Background: an optimization exercise with open tools, aiming at small area. Do not read the settings as production practice. In this exercise RTL edits were held to simulation tests only and were not proved equivalent to the original. Power and IR drop assume default switching activity.

Setup of v6:
Design R_CPU, start of the top module:
module R_CPU(
    input clk,
    input reset,
    input [31:0] Inst_code,
    output [31:0] PC,
    output [31:0] ALU_F,
    output OF,
    output ZF
    );
    wire [4:0] rs = Inst_code[25:21];
    wire [4:0] rt = Inst_code[20:16];
    wire [4:0] rd = Inst_code[15:11];
    wire [31:0] A, B, F;
    wire op_add, op_sub, op_and, op_or, op_xor, op_nor, op_sltu, op_sll, wr;
    fetch fetch_inst(.clk(clk), .reset(reset), .PC(PC));
    decode decode_inst(
        .OP(Inst_code[31:26]), .func(Inst_code[5:0]),
        .op_add(op_add), .op_sub(op_sub), .op_and(op_and), .op_or(op_or),
        .op_xor(op_xor), .op_nor(op_nor), .op_sltu(op_sltu), .op_sll(op_sll),
        .Write_Wire(wr)
    );
    RegisterFile RF_inst(
        .R_Addr_A(rs), .R_Addr_B(rt), .W_Addr(rd), .W_Data(F),
        .reset(reset), .clk(clk), .Write_Reg(wr),
        .R_Data_A(A), .R_Data_B(B)
    );
    ALU ALU_inst(
        .op_add(op_add), .op_sub(op_sub), .op_and(op_and), .op_or(op_or),
        .op_xor(op_xor), .op_nor(op_nor), .op_sltu(op_sltu), .op_sll(op_sll),
        .A(A), .B(B), .F(F), .OF(OF), .ZF(ZF)
    );
    assign ALU_F = F;
endmodule
Settings: LEC_CHECK=0, ABC_CLOCK_PERIOD_IN_PS=10000, CAP_MARGIN=20, CORE_MARGIN=2, CORE_UTILIZATION=55, SLEW_MARGIN=20; clock period 14.0 ns.
standard.sh (not shown) runs the stock make flow with config.mk's settings and CLKGATE_MAP_FILE= SYNTH_SCRIPT=/design/flow/synth_recipe.tcl, a recipe that flattens the netlist after the stock synthesis.
==> flow/flow/run.sh <==
#!/bin/bash
# Layout flow: the standard ORFS flow with these changes:
#  - synthesis maps the combinational logic with the area-oriented ABC script
#    flow/abc.script (flow/synth.tcl is synth_recipe.tcl with only that change),
#    and does not pre-map full/half adders (ADDER_MAP_FILE empty);
#  - clock tree synthesis uses the buffers in flow/cts_bufs and no dummy loads.
# Each tool's output goes to a log file in this folder.
set -euo pipefail
W=$(pwd)
export MY_ABC_SCRIPT=$W/flow/abc.script
CTS_BUFS=$(cat $W/flow/cts_bufs)
make -C "$FLOW_HOME" DESIGN_CONFIG=$W/config.mk WORK_HOME=$W/orfs CLKGATE_MAP_FILE= \
    SYNTH_SCRIPT=$W/flow/synth.tcl ADDER_MAP_FILE= synth > $W/synth.log 2>&1
make -C "$FLOW_HOME" DESIGN_CONFIG=$W/config.mk WORK_HOME=$W/orfs CLKGATE_MAP_FILE= \
    SYNTH_SCRIPT=$W/flow/synth.tcl ADDER_MAP_FILE= \
    CTS_ARGS="-sink_clustering_enable -repair_clock_nets -dont_use_dummy_load -buf_list {$CTS_BUFS}" \
    finish > $W/layout.log 2>&1
R=$W/orfs/results/sky130hd/R_CPU/base
: # left out here: write the final layout as DEF
==> flow/flow/abc.script <==
&get -n
&st
&dch
&nf -R 1000
&put
==> flow/flow/cts_bufs <==
sky130_fd_sc_hd__clkbuf_4 sky130_fd_sc_hd__clkbuf_8
==> flow/flow/synth.tcl <==
# The standard flow's synthesis (synth_recipe.tcl) with one change: the ABC script that maps the
# combinational logic is the one in the file named by MY_ABC_SCRIPT.
proc synth {args} { yosys synth -nofsm -noshare {*}$args }
proc abc {args} {
  set i [lsearch -exact $args -script]
  if { $i >= 0 } {
    set args [lreplace $args [expr {$i + 1}] [expr {$i + 1}] $::env(MY_ABC_SCRIPT)]
  }
  set j [lsearch -exact $args -D]
  if { $j >= 0 } {
    set args [lreplace $args $j [expr {$j + 1}]]
  }
  yosys abc {*}$args
}
source $::env(SCRIPTS_DIR)/synth.tcl
# left out here: clear keep_hierarchy, flatten, clean up, hide names made inside functions, write 1_2_yosys.v
No stage failed in v6, and the final checks on the layout all came back clean.
Input-level comparison between v7 and v6:
--- a/flow/flow/run.sh
+++ b/flow/flow/run.sh
@@ -6 +6,3 @@
-#  - clock tree synthesis uses the buffers in flow/cts_bufs and no dummy loads.
+#  - clock tree synthesis takes its arguments from flow/cts_args (small
+#    buffers, small sink clusters, no dummy loads);
+#  - ports are buffered with the cell named in flow/port_buf.
@@ -11 +13,2 @@
-CTS_BUFS=$(cat $W/flow/cts_bufs)
+CTS=$(cat $W/flow/cts_args)
+PBUF=$(cat $W/flow/port_buf)
@@ -16 +19 @@
-    CTS_ARGS="-sink_clustering_enable -repair_clock_nets -dont_use_dummy_load -buf_list {$CTS_BUFS}" \
+    CTS_ARGS="$CTS" BUFFER_PORTS_ARGS="-buffer_cell $PBUF" \
==> flow/flow/cts_args (new file) <==
-sink_clustering_enable -repair_clock_nets -dont_use_dummy_load -buf_list {sky130_fd_sc_hd__clkbuf_4} -sink_clustering_size 9 -sink_clustering_max_diameter 45
==> flow/flow/port_buf (new file) <==
sky130_fd_sc_hd__buf_1
removed: flow/flow/cts_bufs
Results
Against v6, cell area in v7 fell by a few percent. Routed wire length sits higher in v7 than in v6. Between v7 and v6, number of global-route vias before repair is lower for v7, v6 comes in above that. v7: flip-flop and latch share of the layout cell area is 2.4 points higher than what v6 reported. v7 ends up with a number of buffers and inverters on the critical path that is 3 lower than in v6. met3 wire length in v7 is about 5% above v6. Well tap count: v7 vs v6, no meaningful difference. Going from v6 to v7, weighted congestion reported at the end of routability-driven placement has decreased; power has decreased.

-- afterwards: timing with drivers on the ports --
The flow's constraints put no driver on any port. The routed layouts listed below were extracted and timed again, unchanged, in two steps.
Step 1 sets driving cells, clkbuf_16 on the clock port and buf_2 on the other inputs (assumed; they add their load-dependent delay and slew).
Step 2, shift: input delay + t, output delay - t, t = (earliest + latest rising clock arrival at the registers) / 2. This alone moves slack from input paths to output paths.
a / b / c = no drivers / after step 1 / after step 2; a / b = the first two.
run | t, ns | slack for setup (ns) | clock arrival spread, ns | worst slew at a driven data input, ns
v6 | 0.879 | 0.203 / 0.180 / 0.180 | 0.092 / 0.092 | 0.04
v7 | 1.075 | 0.367 / 0.343 / 0.343 | 0.178 / 0.177 | 0.04
After both steps every run listed still meets setup and hold. The setup slack of v7, which loses most, moves by -0.024 ns with the drivers and by -0.024 ns with both steps.
